Context: an optimization exercise on an open-source flow, tuned for small area and a short achievable clock period. The choices shown serve that exercise and are no tape-out recipe. Function was checked by simulation only, so behaviour that the tests miss may differ from the original. Power figures rest on the tool's default switching activity, not on a simulated workload.

==> flow/config.mk <==
export PLATFORM = sky130hd
export DESIGN_NAME = alu8_top
export DESIGN_NICKNAME = alu8_top
export VERILOG_FILES = /design/flow/design.v
export SDC_FILE = /design/flow/constraint.sdc
export NUM_CORES = 4
export LEC_CHECK = 0
export ABC_AREA = 1
export CAP_MARGIN = 20
export CORE_MARGIN = 2
export CORE_UTILIZATION = 40
export SETUP_SLACK_MARGIN = 3.6
export SLEW_MARGIN = 20
==> flow/constraint.sdc <==
create_clock -name core_clock -period 6.0 [get_ports {clk}]
set_input_delay 1.2000 -clock core_clock [delete_from_list [all_inputs] [get_ports {clk}]]
set_output_delay 1.2000 -clock core_clock [all_outputs]
set_load 0.01 [all_outputs]
==> flow/design.v <==
`timescale 1ns / 1ns
module alu8_top(
    input            clk,
    input      [7:0] regA,
    input      [7:0] regB,
    input      [4:0] opcode,
    input      [7:0] flagsIn,
    output reg [7:0] res,
    output reg [7:0] flagsOut
);
    reg [7:0] regA_q, regB_q, flagsIn_q;
    reg [4:0] opcode_q;
    wire [7:0] res_d, flagsOut_d;
    alu8 u_alu(
        .regA(regA_q),
        .regB(regB_q),
        .opcode(opcode_q),
        .flagsIn(flagsIn_q),
        .res(res_d),
        .flagsOut(flagsOut_d)
    );
    always @(posedge clk) begin
        regA_q    <= regA;
        regB_q    <= regB;
        opcode_q  <= opcode;
        flagsIn_q <= flagsIn;
        res       <= res_d;
        flagsOut  <= flagsOut_d;
    end
endmodule

`timescale 1ns / 1ns
module alu8(
    input [7:0] regA, regB,
    input [4:0] opcode,
    input [7:0] flagsIn,
    output [7:0] res,
    output [7:0] flagsOut
);
    wire [7:0] A = regA;
    wire [7:0] B = regB;
    wire [4:0] op = opcode;
    wire cin = flagsIn[4];
    wire hin = flagsIn[5];
    wire nin = flagsIn[6];
    wire hi0 = ~op[4] & ~op[3];                         
    wire opAdd   = hi0 & ~op[2] & ~op[1];               
    wire opSub   = hi0 & ~op[2] & op[1];                
    wire opCP    = hi0 & op[2] & ~op[1] & ~op[0];       
    wire opAND   = hi0 & op[2] & ~op[1] & op[0];        
    wire opOR    = hi0 & op[2] & op[1] & ~op[0];        
    wire opXOR   = hi0 & op[2] & op[1] & op[0];         
    wire opRot   = ~op[4] & op[3];                      
    wire hi2 = op[4] & ~op[3];                          
    wire opSLA  = hi2 & (op[2:0] == 3'd0);
    wire opSRx  = hi2 & ~op[2] & (op[1] ^ op[0]);       
    wire opSWAP = hi2 & (op[2:0] == 3'd3);
    wire opBIT  = hi2 & (op[2:0] == 3'd4);
    wire opRES  = hi2 & (op[2:0] == 3'd5);
    wire opSET  = hi2 & (op[2:0] == 3'd6);
    wire opCCF  = hi2 & (op[2:0] == 3'd7);
    wire hi3 = op[4] & op[3];                           
    wire opSCF = hi3 & (op[2:0] == 3'd0);
    wire opDAA = hi3 & (op[2:0] == 3'd1);
    wire opCPL = hi3 & (op[2:0] == 3'd2);
    wire opArith = opAdd | opSub | opCP;
    wire sub     = opSub | opCP;
    wire opLeft  = (opRot & ~op[0]) | opSLA;
    wire opRight = (opRot & op[0]) | opSRx;
    wire daaLo = (~nin & A[3] & (A[2] | A[1])) | hin;
    wire [7:0] dOff = {1'b0, cin, cin, 1'b0, 1'b0, daaLo, daaLo, 1'b0} ^ {8{nin}};
    wire [7:0] bsel = 8'b1 << B[2:0];
    wire yB  = opAdd | opAND | opOR | opXOR;            
    wire yNB = sub;                                     
    wire [7:0] Y = ({8{yB}} & B) | ({8{yNB}} & ~B) | {8{opCPL}}
                 | ({8{opDAA}} & dOff) | ({8{opSET}} & bsel) | ({8{opRES}} & ~bsel);
    wire c0 = (opAdd & op[0] & cin) | (opSub & ~(op[0] & cin)) | opCP | (opDAA & nin);
    wire [7:0] g = A & Y;
    wire [7:0] t = A | Y;
    wire [7:0] p = A ^ Y;
    wire g0 = g[0] | (t[0] & c0);
    wire G10 = g[1] | (t[1] & g0);
    wire G32 = g[3] | (t[3] & g[2]), P32 = t[3] & t[2];
    wire G54 = g[5] | (t[5] & g[4]), P54 = t[5] & t[4];
    wire G76 = g[7] | (t[7] & g[6]), P76 = t[7] & t[6];
    wire G20 = g[2] | (t[2] & G10);
    wire G30 = G32 | (P32 & G10);
    wire G64 = g[6] | (t[6] & G54), P64 = t[6] & P54;
    wire G74 = G76 | (P76 & G54), P74 = P76 & P54;
    wire G40 = g[4] | (t[4] & G30);
    wire G50 = G54 | (P54 & G30);
    wire G60 = G64 | (P64 & G30);
    wire G70 = G74 | (P74 & G30);
    wire [8:0] c = {G70, G60, G50, G40, G30, G20, G10, g0, c0};
    wire [7:0] sum = p ^ c[7:0];
    wire sumZ = &(~(p ^ {t[6:0], c0}));
    wire lbit = ~op[4] & (op[2] ? A[7] : cin);
    wire rbit = op[4] ? (~op[1] & A[7]) : (op[2] ? A[0] : cin);
    wire sumEn = opAdd | opSub | opDAA;
    wire [7:0] other =
          ({8{opAND | opRES}} & g)
        | ({8{opOR | opSET}} & t)
        | ({8{opXOR | opCPL}} & p)
        | ({8{opLeft}} & {A[6:0], lbit})
        | ({8{opRight}} & {rbit, A[7:1]})
        | ({8{opSWAP}} & {A[3:0], A[7:4]});
    assign res = ({8{sumEn}} & sum) | other;
    wire bitZ = ~A[B[2:0]];
    wire otherZEn = opAND | opOR | opXOR | (opRot & ~op[1]) | opSLA | opSRx | opSWAP;
    wire fZ = (opArith & sumZ) | (otherZEn & ~|other) | ((opBIT | opDAA) & bitZ);
    wire fN = sub | opCPL | (opDAA & nin);
    wire fH = (opArith & (c[4] ^ sub)) | opAND | opCPL;
    wire fC = (opArith & (c[8] ^ sub)) | (opLeft & A[7]) | (opRight & A[0]) | (opCCF & ~cin) | opSCF | (opDAA & nin);
    assign flagsOut = {fZ, fN, fH, fC, 4'b0};
endmodule
==> flow/run.sh <==
#!/bin/bash
# synth_recipe.tcl (not shown) runs the flow's synth.tcl, then flattens the netlist and writes it again
# the make line also repeats each setting of config.mk as NAME=value (left out here)
make -C /OpenROAD-flow-scripts/flow DESIGN_CONFIG=/design/flow/config.mk WORK_HOME=/design/flow/orfs CLKGATE_MAP_FILE= SYNTH_SCRIPT=/design/flow/synth_recipe.tcl finish
==> summary.md, run 1 <==
| Metric | Value |
|---|---|
| Synthesis-stage register bit count | `36` |
| CP Cell Sequence | `buf_6, buf_4, o21ai_4, o21a_1, o211ai_1, fa_2, fa_2, a21oi_4, o21ai_4, fa_2, nand2_1, inv_1, o31ai_2` |
| Port Buffers | `36` |
| Worst-path maximum fanout | `7` |
| Clock Latency Late Sink | `0.29 ns` |
| Largest family of logic cells by synthesized area | `simple AND/OR/NAND/NOR gates` |
| Synth Area in Compound Gates | `between 10% and 20%` |
| WS Path Type | `reg -> reg` |
| Synthesized area per cell | `6.98 um2` |
| Routed Antenna Nets | `0` |
| Minimum clock period | `between 2 and 3 ns` |
| Io pins | `46` |
| Power density cells | `192 mW/mm2` |
| Placed cell areas | `slightly above 0.003 mm2` |
| GRT Total Usage | `around 22%` |
| Core ar. | `about 0.0063 mm2` |
| FILL cells | `approximately 610` |
| DIE HEIGHT | `around 84 um` |
| Vias in the first global route | `approximately 2,600` |
| Unrepaired setup endpoints after global routing | `yes` |
| DRT Pass-1 Iters | `5` |
| Vias per cell | `approximately 5.3` |
| Setup crit start kind | `flip-flop` |
| Finished Core Util | `about 57%` |
| Lkg Pwr | `between 0.0015 and 0.002 uW` |
| Clk buf depth | `2` |
| CTS tree | `yes` |
| Req. time, crit path | `around 6.2 ns` |
| Antenna violations before repair | `0` |
| Comb pwr share | `32.3%` |
| Synth cell types | `39` |
| Post-Synth XOR/XNOR Area | `about 1.4%` |
| Fin. Hold Viols | `0` |
| Fmax achieved | `350 MHz` |
| Endpoints failing setup | `0` |
| Layout cell share with drive strength beyond 1 | `between 20 and 30%` |
| Top cells by area, synth | `dfxtp_1 28%, nand2_1 12%, ha_1 9.7%, inv_1 6.5%, nand3_1 5.8%` |
| WL per Instance | `roughly 15 um` |
| H-tree levels | `2` |
| Peak VDD IR | `0.0000996 V` |
| Internal | `roughly 470 uW` |
| Starting Density | `40.9%` |
| GRT overflow | `0` |
| Number of enable flip-flop cells after synthesis | `0` |
| Switch share | `32.0%` |
| Hold Buf Count CTS | `0` |
| Top FF cell, synth | `dfxtp_1` |
| Mapped Area | `roughly 0.0026 mm2` |
| # rows | `29` |
| CP max stage cell | `fa_2` |
| Adder-cell area share of the yosys netlist | `approximately 13%` |
| Hold path depth | `4` |
| ANT cells | `0` |
| Clk slew on worst S/H paths | `around 0.070 ns` |
| Commonest non-fill, non-tap cell in the layout | `nand2_1` |
| Largest net degree at the start of global routing | `13` |
| Post-synth ARST share | `0%` |
| R2r worst-path depth | `13` |
| Cell mode on critical path | `fa_2` |
| First-pass GRT wire length | `about 13,000 um` |
| Final period util | `between 40% and 50%` |
| MaxCap Viol Count | `0` |
| Max Clock Skew | `around 0.0047 ns` |
| Final slew viol count | `0` |
| Most frequent cells in the layout | `76 x nand2_1, 36 x clkdlybuf4s50_1, 33 x inv_1, 31 x dfxtp_1, 24 x nand3_1` |
| Remaining DRCs | `0` |
| Root Buffer | `clkbuf_8` |
| Die X | `about 84 um` |
| DIE AREA | `between 0.007 and 0.008 mm2` |
| Yosys warns | `1` |
| Post-synthesis sequential area ratio | `27.9%` |
| Post-Synthesis Cells | `370` |
| Worst stage delay on the critical path | `0.40 ns` |
| Layout area overhead | `38.6%` |
| Synth top area share | `roughly 28%` |
| Simple-gate area share of the yosys netlist | `between 30% and 40%` |
| Worst-Margin Slew | `around 0.53 ns` |
| Total number of vias | `around 2,700` |
| Total CTS buffers | `5` |
| Sequential Power Share | `39.7%` |
| Clock share of power | `~28%` |
| Critical Path Sink Type | `flip-flop` |
| HPWL after DPL | `5680 um` |
| Setup TNS | `0 ns` |
| Nets | `488` |
| Num Clock Sinks | `36` |
| GP Congestion | `0.968` |
| Worst path arrival time | `3.07 ns` |
| HP Class | `reg -> reg` |
| Multiplexer share of the synthesized area | `0%` |
| DR iter-0 viols | `230` |
| Largest area contributor in the netlist | `dfxtp_1` |
| Design area | `0.00358 mm2` |
| Slew margin rel. | `64.5%` |
| Status | `timing/DRC/antenna clean` |
| DRT Wirelength | `about 7700 um` |
| Sw power | `220 uW` |
## metrics by stage
step / setup slack [ns] / std cells / hold slack [ns] / power, uW
after floorplan: 3.17 / 373 / 0.564 / 394
after global placement: 2.84 / 481 / 0.665 / 464
after detailed placement: 2.78 / 481 / 0.668 / 464
after CTS: 3.06 / 503 / 0.688 / 680
after global routing: 3.00 / 512 / 0.726 / 732
final: 3.14 / 512 / 0.691 / 688
## critical path, delay by kind of cell, from the launching register on
family,cells,cell delay (ns)
adder cells (fa/ha/maj),3,1.12
buffers and inverters,3,0.33
AND/OR/NAND/NOR,1,0.06
flip-flops,1,0.37
AO/OA/AOI/OAI,6,0.90
## layout make-up
cell class	count	area (um2)	area share, %
Multi-Input combinational cell	273	1870	52.2
Sequential cell	36	739	20.7
Timing Repair Buffer	59	537	15.0
Inverter	59	236	6.61
Clock buffer	8	100	2.80
Tap cell	77	96.3	2.69
## synth_stat cells, types with 3 or more instances
master,instances
dfxtp_1,36
o21ai_1,5
ha_1,20
and3_4,3
nor3_1,12
nor2_1,23
nand4_1,8
or2_2,3
xnor2_1,3
nor2_2,4
buf_4,4
o211ai_1,3
a21oi_1,14
nand2_4,5
or2_0,4
nand2_1,80
o22ai_1,4
fa_1,4
o21ai_0,19
nand3_1,30
inv_2,13
nand2_2,6
inv_1,45
## power groups by stage
| stage | Sequential (uW) | Combinational [uW] | Clock, uW |
|---|---|---|---|
| 3_3_place_gp | 280 | 184 | 0 |
| 6_report | 273 | 222 | 193 |
| 2_1_floorplan | 281 | 113 | 0 |
| 4_1_cts | 273 | 203 | 204 |
| 3_5_place_dp | 280 | 184 | 0 |
| 5_1_grt | 275 | 241 | 215 |
## registers in the layout, indices dropped and copies added (netlist names)
| signal | flops |
|---|---|
| flagsIn_q | 3 |
| flagsOut | 4 |
| opcode_q | 5 |
| regA_q | 8 |
| regB_q | 8 |
| res | 8 |
## timing repair
action                                  CTS  global route
cloned                                    0             0
buffers inserted                         14             9
endpoints found under the setup margin   10            11
gates resized for setup                  25            25
pin swaps                                11            17
## kinds of logic (layout without fill, tap and decap cells)
kind of cell / count (synthesis) / after routing
AND/OR/NAND/NOR: 186 / 186
buffers and inverters: 64 / 126
AO/OA/AOI/OAI: 55 / 55
flip-flops: 36 / 36
adder cells (fa/ha/maj): 24 / 24
XOR/XNOR: 4 / 4
other: 1 / 4
## routing by layer
metal	global-route usage (%)	part of all wire, %	up-vias
li1	-	-	1344
met1	28.7	42	1247
met2	37.6	49	127
met3	3.24	7.1	20
met4	8.08	2.1	0
met5	0	0	-
## final timing paths
check	from	to	slack (ns)
worst max register to register	opcode_q[1]	res[5]	3.14
worst max-delay path	opcode_q[1]	res[5]	3.14
worst min-delay path	regA_q[5]	res[4]	0.69
worst min register to register	regA_q[5]	res[4]	0.69
==> run 2: changes to the inputs <==
==> flow/design.v (replaced) <==
`timescale 1ns / 1ns
module alu8_top(
    input            clk,
    input      [7:0] regA,
    input      [7:0] regB,
    input      [4:0] opcode,
    input      [7:0] flagsIn,
    output reg [7:0] res,
    output reg [7:0] flagsOut
);
    reg [7:0] regA_q, regB_q, flagsIn_q;
    reg [4:0] opcode_q;
    wire [7:0] res_d, flagsOut_d;
    alu8 u_alu(
        .regA(regA_q),
        .regB(regB_q),
        .opcode(opcode_q),
        .flagsIn(flagsIn_q),
        .res(res_d),
        .flagsOut(flagsOut_d)
    );
    always @(posedge clk) begin
        regA_q    <= regA;
        regB_q    <= regB;
        opcode_q  <= opcode;
        flagsIn_q <= flagsIn;
        res       <= res_d;
        flagsOut  <= flagsOut_d;
    end
endmodule

`timescale 1ns / 1ns
module alu8(
    input [7:0] regA, regB,
    input [4:0] opcode,
    input [7:0] flagsIn,
    output [7:0] res,
    output [7:0] flagsOut
);
    wire [7:0] A = regA;
    wire [7:0] B = regB;
    wire [4:0] op = opcode;
    wire cin = flagsIn[4];
    wire hin = flagsIn[5];
    wire nin = flagsIn[6];
    wire hi0 = ~op[4] & ~op[3];            
    wire opArith = hi0 & ~(op[2] & (op[1] | op[0]));   
    wire opAddSub = hi0 & ~op[2];           
    wire opAND = hi0 & op[2] & ~op[1] & op[0];
    wire opOR  = hi0 & op[2] & op[1] & ~op[0];
    wire opXOR = hi0 & op[2] & op[1] & op[0];
    wire opRot = ~op[4] & op[3];            
    wire opSLA = op == 5'd16;
    wire opSRA = op == 5'd17;
    wire opSRL = op == 5'd18;
    wire opSWAP = op == 5'd19;
    wire opBIT = op == 5'd20;
    wire opRES = op == 5'd21;
    wire opSET = op == 5'd22;
    wire opCCF = op == 5'd23;
    wire opSCF = op == 5'd24;
    wire opDAA = op == 5'd25;
    wire opCPL = op == 5'd26;
    wire opLeft  = (opRot & ~op[0]) | opSLA;
    wire opRight = (opRot & op[0]) | opSRA | opSRL;
    wire daaLo = (~nin & A[3] & (A[2] | A[1])) | hin;
    wire daaHi = cin;
    wire sub = opDAA ? nin : (op[1] | op[2]);
    wire useC = ~op[2] & op[0] & ~opDAA;
    wire [7:0] Bop = opDAA ? {1'b0, daaHi, daaHi, 1'b0, 1'b0, daaLo, daaLo, 1'b0} : B;
    wire [7:0] bx = Bop ^ {8{sub}};
    wire c0 = sub ^ (useC & cin);
    wire [4:0] lo = {1'b0, A[3:0]} + {1'b0, bx[3:0]} + {4'b0, c0};
    wire [4:0] hi = {1'b0, A[7:4]} + {1'b0, bx[7:4]} + {4'b0, lo[4]};
    wire [7:0] sum = {hi[3:0], lo[3:0]};
    wire hc = lo[4] ^ sub;
    wire cc = hi[4] ^ sub;
    wire [7:0] p = A ^ bx;
    wire [7:0] t = A | bx;
    wire sumZ = &(~(p ^ {t[6:0], c0}));
    wire lbit = ~op[4] & (op[2] ? A[7] : cin);
    wire rbit = op[4] ? (~op[1] & A[7]) : (op[2] ? A[0] : cin);
    wire [7:0] bsel = 8'b1 << B[2:0];
    wire [7:0] resset = opSET ? (A | bsel) : (A & ~bsel);
    wire [7:0] other =
          ({8{opAND}} & (A & B))
        | ({8{opOR}}  & (A | B))
        | ({8{opXOR}} & (A ^ B))
        | ({8{opLeft}} & {A[6:0], lbit})
        | ({8{opRight}} & {rbit, A[7:1]})
        | ({8{opSWAP}} & {A[3:0], A[7:4]})
        | ({8{opRES | opSET}} & resset)
        | ({8{opCPL}} & ~A);
    assign res = ({8{opAddSub | opDAA}} & sum) | other;
    wire bitZ = ~A[B[2:0]];
    wire otherZEn = (hi0 & op[2] & (op[1] | op[0])) | (opRot & ~op[1]) | opSLA | opSRA | opSRL | opSWAP;
    wire fZ = (opArith & sumZ) | (otherZEn & ~|other) | ((opBIT | opDAA) & bitZ);
    wire fN = (opArith & sub) | opCPL | (opDAA & nin);
    wire fH = (opArith & hc) | opAND | opCPL;
    wire fC = (opArith & cc) | (opLeft & A[7]) | (opRight & A[0]) | (opCCF & ~cin) | opSCF | (opDAA & nin);
    assign flagsOut = {fZ, fN, fH, fC, 4'b0};
endmodule
--- a/flow/config.mk
+++ b/flow/config.mk
@@ -5,9 +5,7 @@
 export SDC_FILE = /design/flow/constraint.sdc
 export NUM_CORES = 4
 export LEC_CHECK = 0
-export ABC_AREA = 1
 export CAP_MARGIN = 20
 export CORE_MARGIN = 2
 export CORE_UTILIZATION = 40
-export SETUP_SLACK_MARGIN = 3.6
 export SLEW_MARGIN = 20
==> summary.md, run 2 <==
| Metric | Value |
|---|---|
| Synthesized area per cell | `8.75 um2 (was 6.98 um2)` |
| Hold Buf Count CTS | `0 (unchanged)` |
| GRT Total Usage | `21.6% (was 22.2%)` |
| Overall power | `645 uW (was 688 uW)` |
| Worst stage delay on the critical path | `0.45 ns (was 0.40 ns)` |
| DR iter-0 viols | `198 (was 230)` |
| CP Cell Sequence | `nor2b_2, nand3_1, nor2_1, nor2_1, a31o_2, fa_1, fa_1, a21o_1, a21o_1, fa_1, inv_1, fa_1, inv_1, a21o_1, a21oi_1, xnor2_1, o211ai_1 (was buf_6, buf_4, o21ai_4, o21a_1, o211ai_1, fa_2, fa_2, a21oi_4, o21ai_4, fa_2, nand2_1, inv_1, o31ai_2)` |
| Design area | `0.00339 mm2 (was 0.00358 mm2)` |
| Critical path buffers and inverters | `2 (was 3)` |
| Io pins | `46 (unchanged)` |
| Worst-Margin Slew | `0.967 ns (was 0.530 ns)` |
| Starting Density | `40.7% (was 40.9%)` |
| Fmax achieved | `225 MHz (was 350 MHz)` |
| Largest area contributor in the netlist | `dfxtp_1 (unchanged)` |
| Layout area overhead | `16.6% (was 38.6%)` |
| Fin cells | `460 (was 512)` |
| Nets | `424 (was 488)` |
| Synth cell types | `67 (was 39)` |
| Crit-path leading delay family | `adder cells (unchanged)` |
| WL per Instance | `17.7 um (was 15.0 um)` |
| DRT Wirelength | `8120 um (was 7670 um)` |
| CP max stage cell | `nor2b_2 (was fa_2)` |
| GP Congestion | `0.927 (was 0.968)` |
| Cell mode on critical path | `fa_1 (was fa_2)` |
| GRT overflow | `0 (unchanged)` |
| Number of enable flip-flop cells after synthesis | `0 (unchanged)` |
| DRT Pass-1 Iters | `5 (unchanged)` |
| Minimum clock period | `4.45 ns (was 2.86 ns)` |
| Final slew viol count | `0 (unchanged)` |
| Post-Synthesis Cells | `332 (was 370)` |
| Finished Core Util | `47.5% (was 56.7%)` |
| Mapped Area | `0.00291 mm2 (was 0.00258 mm2)` |
| Most frequent cells in the layout | `36 x dfxtp_1, 36 x clkdlybuf4s50_1, 29 x ha_1, 27 x inv_1, 18 x nor2_1 (was 76 x nand2_1, 36 x clkdlybuf4s50_1, 33 x inv_1, 31 x dfxtp_1, 24 x nand3_1)` |
| Largest net degree at the start of global routing | `26 (was 13)` |
| Critical Path Stages | `17 (was 13)` |
| Post-synthesis sequential area ratio | `24.8% (was 27.9%)` |
| Worst path arrival time | `4.60 ns (was 3.07 ns)` |
| Top cells by area, synth | `dfxtp_1 25%, ha_1 12%, inv_1 3.5%, xor2_1 3.0%, fa_1 2.8% (was dfxtp_1 28%, nand2_1 12%, ha_1 9.7%, inv_1 6.5%, nand3_1 5.8%)` |
| Root Buffer | `clkbuf_8 (unchanged)` |
| Top FF cell, synth | `dfxtp_1 (unchanged)` |
| HPWL after DPL | `5990 um (was 5680 um)` |
| Critical R2R Capture | `flagsOut[4] (was res[5])` |
| Placed cell areas | `0.00331 mm2 (was 0.00311 mm2)` |
| Yosys warns | `1 (unchanged)` |
| First-pass GRT wire length | `12,800 um (was 12,600 um)` |
| # placed instances | `453 (was 481)` |
| Post-synth ARST share | `0% (unchanged)` |
| Crit path from | `opcode_q[0] (was opcode_q[1])` |
| DIE HEIGHT | `89.2 um (was 84.4 um)` |
| Total CTS buffers | `5 (unchanged)` |
| Post-CTS setup buffers | `0 (was 14)` |
| Core ar. | `0.00714 mm2 (was 0.00631 mm2)` |
| Status | `timing/DRC/antenna clean (unchanged)` |
| Remaining DRCs | `0 (unchanged)` |
| ANT cells | `0 (unchanged)` |
| Origin of the critical flop-to-flop path | `opcode_q[0] (was opcode_q[1])` |
| Max Clock Skew | `0.00472 ns (was 0.00467 ns)` |
| Routed Antenna Nets | `0 (unchanged)` |
| Die X | `89.2 um (was 84.4 um)` |
| CTS tree | `yes (unchanged)` |
| Num Clock Sinks | `36 (unchanged)` |
| Endpoints failing setup | `0 (unchanged)` |
| Setup crit start kind | `flip-flop (unchanged)` |
| Clk buf depth | `2 (unchanged)` |
| DIE AREA | `0.00796 mm2 (was 0.00711 mm2)` |
| Synth top area share | `24.8% (was 27.9%)` |
| Final period util | `74.2% (was 47.7%)` |
| Lkg Pwr | `0.00144 uW (was 0.00167 uW)` |
| Critical Path Sink Type | `flip-flop (unchanged)` |
| Critical path destination | `flagsOut[4] (was res[5])` |
| Req. time, crit path | `6.15 ns (was 6.21 ns)` |
| FILL cells | `699 (was 608)` |
| Clk slew on worst S/H paths | `0.07 ns (about the same)` |
| # rows | `31 (was 29)` |
| Worst-path maximum fanout | `8 (was 7)` |
| Gates resized, CTS repair | `0 (was 25)` |
| R2r worst-path depth | `17 (was 13)` |
| Vias per cell | `5.70 (was 5.35)` |
| Clock Latency Late Sink | `0.29 ns (about the same)` |
| Most common cell in the netlist | `dfxtp_1 (was nand2_1)` |
| Fin. Hold Viols | `0 (unchanged)` |
| Power density cells | `190 mW/mm2 (was 192 mW/mm2)` |
| Antenna violations before repair | `0 (unchanged)` |
| MaxCap Viol Count | `0 (unchanged)` |
| WS Path Type | `reg -> reg (unchanged)` |
| Peak VDD IR | `0.0000885 V (was 0.0000996 V)` |
| Setup TNS | `0 ns (unchanged)` |
| Slew margin rel. | `33.9% (was 64.5%)` |
| Largest registers | `regA_q x8, regB_q x8, res x8 (unchanged)` |
| Synth cell count leaders | `36 x dfxtp_1, 29 x ha_1, 27 x inv_1 (was 80 x nand2_1, 45 x inv_1, 36 x dfxtp_1)` |
| HP Class | `reg -> reg (unchanged)` |
| Vias in the first global route | `2,435 (was 2,601)` |
| Synthesis-stage register bit count | `36 (unchanged)` |
| Total number of vias | `2,622 (was 2,738)` |
| Layout cell share with drive strength beyond 1 | `8.03% (was 27.6%)` |
| Hold path depth | `2 (was 4)` |
| Port Buffers | `36 (unchanged)` |
| Unrepaired setup endpoints after global routing | `no (was yes)` |
| H-tree levels | `2 (unchanged)` |
| R2R setup slack | `1.55 ns (was 3.14 ns)` |
run 2: cell type report:
class	instances	area (um2)	area share, %
clock buffer	6	72.6	2.14
clock inverter	1	5.00	0.148
inverter	27	101	2.99
multi-input combinational	249	1960	57.8
sequential	36	721	21.3
tap	99	124	3.65
timing repair buffer	42	405	12.0
run 2: where the power goes:
group          internal (uW)  total (uW)  switching [uW]  leakage, uW
logic                   97.9         199             101      0.00110
clock network           78.9         164            85.0    0.0000410
registers                259         281            22.7     0.000302
run 2: per-layer routing:
layer | up-vias | GRT usage, % | wire length, um
li1 | 1252 | - | -
met5 | - | 0 | 0
met2 | 115 | 33.4 | 3670
met3 | 31 | 4.99 | 566
met4 | 0 | 10.7 | 324
met1 | 1224 | 28.1 | 3560
run 2: worst reg2reg max path: stages, from the launching register on:
cell,delay [ns]
dfxtp_1,0.32
nor2b_2,0.45
nand3_1,0.19
nor2_1,0.37
nor2_1,0.08
a31o_2,0.27
fa_1,0.44
fa_1,0.45
a21o_1,0.18
a21o_1,0.21
fa_1,0.43
inv_1,0.09
fa_1,0.21
inv_1,0.05
a21o_1,0.18
a21oi_1,0.17
xnor2_1,0.13
o211ai_1,0.09
run 2: worst min path at each step:
| stage | from | end | slack [ns] |
|---|---|---|---|
| after floorplan | flagsIn_q[6] | flagsOut[6] | 0.54 |
| after global placement | flagsIn_q[6] | flagsOut[4] | 0.67 |
| after detailed placement | flagsIn_q[6] | flagsOut[4] | 0.67 |
| after CTS | flagsIn_q[6] | flagsOut[4] | 0.68 |
| after global routing | flagsIn_q[6] | flagsOut[4] | 0.70 |
| final | flagsIn_q[6] | flagsOut[4] | 0.69 |
run 2: cell families after synthesis:
family / Yosys count / synth area share (%)
buffers and inverters: 50 / 8.14
multiplexers: 9 / 3.96
other: 1 / 0.129
XOR/XNOR: 17 / 5.12
AO/OA/AOI/OAI: 82 / 22.3
AND/OR/NAND/NOR: 104 / 20.4
adder cells (fa/ha/maj): 33 / 15.2
flip-flops: 36 / 24.8
run 2: per-stage QoR:
| stage | hold WS (ns) | setup WS, ns |
|---|---|---|
| after global placement | 0.666 | 1.55 |
| after floorplan | 0.537 | 1.79 |
| after global routing | 0.696 | 1.27 |
| final | 0.694 | 1.55 |
| after detailed placement | 0.665 | 1.57 |
| after CTS | 0.679 | 1.53 |

-- what the ideal ports hide --
The flow's constraints put no driver on any port. The routed layouts listed below were extracted and timed again, unchanged, in two steps. Step 1, drivers: a clkbuf_16 drives clk and a buf_2 each remaining input, both assumed. Step 2 also shifts input and output timing later by t, the mid clock arrival at the registers, as if the neighbouring blocks saw the same clock. a / b / c = ideal ports / drivers / drivers and shift; a / b = the first two.
run | t (ns) | setup WS [ns] | clock arrival spread, ns | worst data-port slew with drivers (ns)
run 1 | 0.319 | 3.141 / 3.141 / 3.141 | 0.006 / 0.006 | 0.03
run 2 | 0.318 | 1.546 / 1.546 / 1.546 | 0.004 / 0.004 | 0.03
After both steps every run listed still meets setup and hold.
